Background: an optimization exercise with open tools, aiming at small area and a short achievable clock period. Do not read the settings as production practice.

==> run a <==
// AHB_Mul
module AHB_Mul(
    input HCLK,
    input HRESETn,
    input [31:0]M_AHB_0_haddr,
    input [2:0]M_AHB_0_hburst,
    input M_AHB_0_hmastlock,
    input [3:0]M_AHB_0_hprot,
    output reg [31:0]M_AHB_0_hrdata,
    output M_AHB_0_hready,
    output M_AHB_0_hresp,
    input [2:0]M_AHB_0_hsize,
    input [1:0]M_AHB_0_htrans,
    input [31:0]M_AHB_0_hwdata,
    input M_AHB_0_hwrite,
    output[3:0] led
    );
    assign M_AHB_0_hready = 1'b1;
    assign M_AHB_0_hresp = 1'b0;
    reg [31:0] mem_A, mem_B, mem_C, mem_D, mem_E, mem_F, mem_G, mem_H;
    reg [31:0] p_s, p_c;      
    reg        w_act;         
    reg [3:0]  addr_q;        
    assign led[3:0] = mem_A[3:0];
    always @(posedge HCLK) begin
        w_act  <= HRESETn & M_AHB_0_htrans[1] & M_AHB_0_hwrite;
        addr_q <= M_AHB_0_haddr[5:2];
    end
    wire [31:0] wd = M_AHB_0_hwdata;
    wire mul_we = w_act & ~addr_q[3];
    wire p_we   = w_act & (addr_q == 4'h8);
    wire [31:0] wdr = wd & {32{HRESETn}};
    wire [7:0] ld;
    genvar i;
    generate for (i = 0; i < 8; i = i + 1) begin : g_ld
        assign ld[i] = ~HRESETn | (w_act & (addr_q == i));
    end endgenerate
    always @(posedge HCLK) begin
        if (ld[0]) mem_A <= wdr;
        if (ld[1]) mem_B <= wdr;
        if (ld[2]) mem_C <= wdr;
  ...
==> module AHB_Mul, before the edit <==
module AHB_Mul(
    input HCLK,
    input HRESETn,
    input [31:0]M_AHB_0_haddr,
    input [2:0]M_AHB_0_hburst,
    input M_AHB_0_hmastlock,
    input [3:0]M_AHB_0_hprot,
    output reg [31:0]M_AHB_0_hrdata,
    output M_AHB_0_hready,
    output M_AHB_0_hresp,
    input [2:0]M_AHB_0_hsize,
    input [1:0]M_AHB_0_htrans,
    input [31:0]M_AHB_0_hwdata,
    input M_AHB_0_hwrite,
    output[3:0] led
    );
    assign M_AHB_0_hready = 1'b1;
    assign M_AHB_0_hresp = 1'b0;
    reg [31:0] mem_A, mem_B, mem_C, mem_D, mem_E, mem_F, mem_G, mem_H;
    reg [31:0] p_s, p_c;      
    reg        w_act;         
    reg [3:0]  addr_q;        
    assign led[3:0] = mem_A[3:0];
    always @(posedge HCLK) begin
        w_act  <= HRESETn & M_AHB_0_htrans[1] & M_AHB_0_hwrite;
        addr_q <= M_AHB_0_haddr[5:2];
    end
    wire [31:0] wd = M_AHB_0_hwdata;
    wire mul_we = w_act & ~addr_q[3];
    wire p_we   = w_act & (addr_q == 4'h8);
    wire [31:0] wdr = wd & {32{HRESETn}};
    wire [7:0] ld;
    genvar i;
    generate for (i = 0; i < 8; i = i + 1) begin : g_ld
        assign ld[i] = ~HRESETn | (w_act & (addr_q == i));
    end endgenerate
    always @(posedge HCLK) begin
        if (ld[0]) mem_A <= wdr;
        if (ld[1]) mem_B <= wdr;
        if (ld[2]) mem_C <= wdr;
        if (ld[3]) mem_D <= wdr;
        if (ld[4]) mem_E <= wdr;
        if (ld[5]) mem_F <= wdr;
        if (ld[6]) mem_G <= wdr;
        if (ld[7]) mem_H <= wdr;
    end
    reg p_one;
    wire p_en = w_act & (~addr_q[3] | p_we);
    always @(posedge HCLK)
        p_one <= ~HRESETn | (p_one & ~p_en);
    wire [31:0] p = (p_one | p_we) ? 32'h1 : p_s + p_c;
    wire [31:0] ms, mc;
    AHB_Mul_booth u_mul (.p(wd), .d(p), .ms(ms), .mc(mc));
    always @(posedge HCLK) begin
        if (p_en) begin
            p_s <= ms;
            p_c <= mc;
        end
    end
    always @(*) begin
        case (addr_q)
            4'h0 : M_AHB_0_hrdata = mem_A;
            4'h1 : M_AHB_0_hrdata = mem_B;
            4'h2 : M_AHB_0_hrdata = mem_C;
            4'h3 : M_AHB_0_hrdata = mem_D;
            4'h4 : M_AHB_0_hrdata = mem_E;
            4'h5 : M_AHB_0_hrdata = mem_F;
            4'h6 : M_AHB_0_hrdata = mem_G;
            4'h7 : M_AHB_0_hrdata = mem_H;
            4'h8 : M_AHB_0_hrdata = p;
            default : M_AHB_0_hrdata = 32'h0;
        endcase
    end
endmodule
==> flow/config.mk <==
export PLATFORM = sky130hd
export DESIGN_NAME = AHB_Mul
export DESIGN_NICKNAME = AHB_Mul
export VERILOG_FILES = /design/flow/design.v
export SDC_FILE = /design/flow/constraint.sdc
export NUM_CORES = 4
export LEC_CHECK = 0
export ABC_AREA = 1
export CAP_MARGIN = 20
export CORE_MARGIN = 2
export CORE_UTILIZATION = 40
export PLACE_DENSITY = 0.6
export SETUP_SLACK_MARGIN = 3
export SLEW_MARGIN = 20
==> flow/constraint.sdc <==
create_clock -name core_clock -period 10.0 [get_ports {HCLK}]
set_input_delay 2.0000 -clock core_clock [delete_from_list [all_inputs] [get_ports {HCLK}]]
set_output_delay 2.0000 -clock core_clock [all_outputs]
set_load 0.01 [all_outputs]
run.sh (not shown) runs the stock make flow with config.mk's settings and CLKGATE_MAP_FILE= SYNTH_SCRIPT=/design/flow/synth_recipe.tcl, a recipe that flattens the netlist after the stock synthesis.
==> run b: changes against run a <==
--- a/flow/design.v
+++ b/flow/design.v
@@ -52,5 +52,5 @@
     wire [31:0] p = (p_one | p_we) ? 32'h1 : p_s + p_c;
     wire [31:0] ms, mc;
-    AHB_Mul_booth u_mul (.p(wd), .d(p), .ms(ms), .mc(mc));
+    AHB_Mul_booth u_mul (.p(p), .d(wd), .ms(ms), .mc(mc));
     always @(posedge HCLK) begin
         if (p_en) begin
==> run c: changes against run a <==
--- a/flow/design.v
+++ b/flow/design.v
@@ -46,13 +46,15 @@
         if (ld[7]) mem_H <= wdr;
     end
-    reg p_one;
-    wire p_en = w_act & (~addr_q[3] | p_we);
-    always @(posedge HCLK)
-        p_one <= ~HRESETn | (p_one & ~p_en);
-    wire [31:0] p = (p_one | p_we) ? 32'h1 : p_s + p_c;
+    wire [31:0] p = p_s + p_c;
     wire [31:0] ms, mc;
-    AHB_Mul_booth u_mul (.p(wd), .d(p), .ms(ms), .mc(mc));
+    AHB_Mul_booth u_mul (.p(p), .d(wd), .ms(ms), .mc(mc));
     always @(posedge HCLK) begin
-        if (p_en) begin
+        if (!HRESETn) begin
+            p_s <= 32'h1;
+            p_c <= 32'h0;
+        end else if (p_we) begin
+            p_s <= wd;
+            p_c <= 32'h0;
+        end else if (mul_we) begin
             p_s <= ms;
             p_c <= mc;
- SETUP_SLACK_MARGIN: 3 -> not set
==> qor summary <==
| metric | run b | run c | run a |
|---|---|---|---|
| Result of the run | timing/DRC/antenna clean | timing/DRC/antenna clean | timing/DRC/antenna clean |
| Number of non-clock buffers | 120 | 127 | 132 |
| Critical register-to-register path startpoint | addr_q[2] | p_c[8] | p_s[26] |
| Yosys top cell area share | 37.9% | 29.7% | 38.1% |
| Global placement routability congestion | 0.956 | 0.979 | 1.01 |
| Setup WS post-layout | 3200 ps | 2940 ps | 3260 ps |
| Area of the multi-input gates | 13400 µm² | 14600 µm² | 13200 µm² |
| Complex-gate fraction of the synthesized area | 10.4% | 12.3% | 10.5% |
| Total number of multi-input combinational cells | 1719 | 2010 | 1730 |
| Storage cell area | 9700 µm² | 9050 µm² | 9700 µm² |
| Initial core utilization | 40.3% | 40.2% | 40.6% |
| Final-layout fill cell count | 5917 | 6234 | 5927 |
| Part of the Yosys area used for sequential elements | 38.4% | 35.0% | 38.5% |
| Met3 demand-to-capacity share in global routing | 5.00% | 6.00% | 4.29% |
| Met1 track demand over resource | 34.5% | 37.7% | 35.0% |
| Arithmetic-cell share of the synthesized area counting full adders, half adders and majority gates | 18.4% | 18.0% | 18.5% |
| N_diodes | 0 | 1 | 0 |
| Capture endpoint of the worst hold path | p_one | p_s[7] | p_one |
| End point of the critical path | p_c[31] | p_c[31] | p_c[31] |
Function was not checked in any run of this note: the RTL went through the layout flow alone.

==> separate check: timing with driven ports <==
No port has a modelled driver above. Below, the same layouts with a new extraction and two added sets of constraints.
Step 1 (the two cells are an assumption about what drives the block):
set clk [get_ports {HCLK}]
set_driving_cell -lib_cell sky130_fd_sc_hd__clkbuf_16 $clk
set_driving_cell -lib_cell sky130_fd_sc_hd__buf_2 [delete_from_list [all_inputs] $clk]
Step 2 also shifts input and output timing later by t, the mid clock arrival at the registers, as if the neighbouring blocks saw the same clock.
Three values: no drivers, after step 1, after step 2; two values: the first two.
run | t, ns | setup slack, ns | slew at the worst register clock pin (ns) | worst data-port slew with drivers (ns)
run a | 0.631 | 3.260 / 3.293 / 2.662 | 0.06 / 0.06 | 0.04
run b | 0.629 | 3.198 / 3.233 / 2.604 | 0.07 / 0.07 | 0.04
run c | 0.613 | 2.938 / 2.971 / 2.359 | 0.07 / 0.07 | 0.08
After both steps setup and hold are still met in every run listed. The setup slack of run a, which loses most, moves by +0.033 ns with the drivers and by -0.598 ns with both steps.
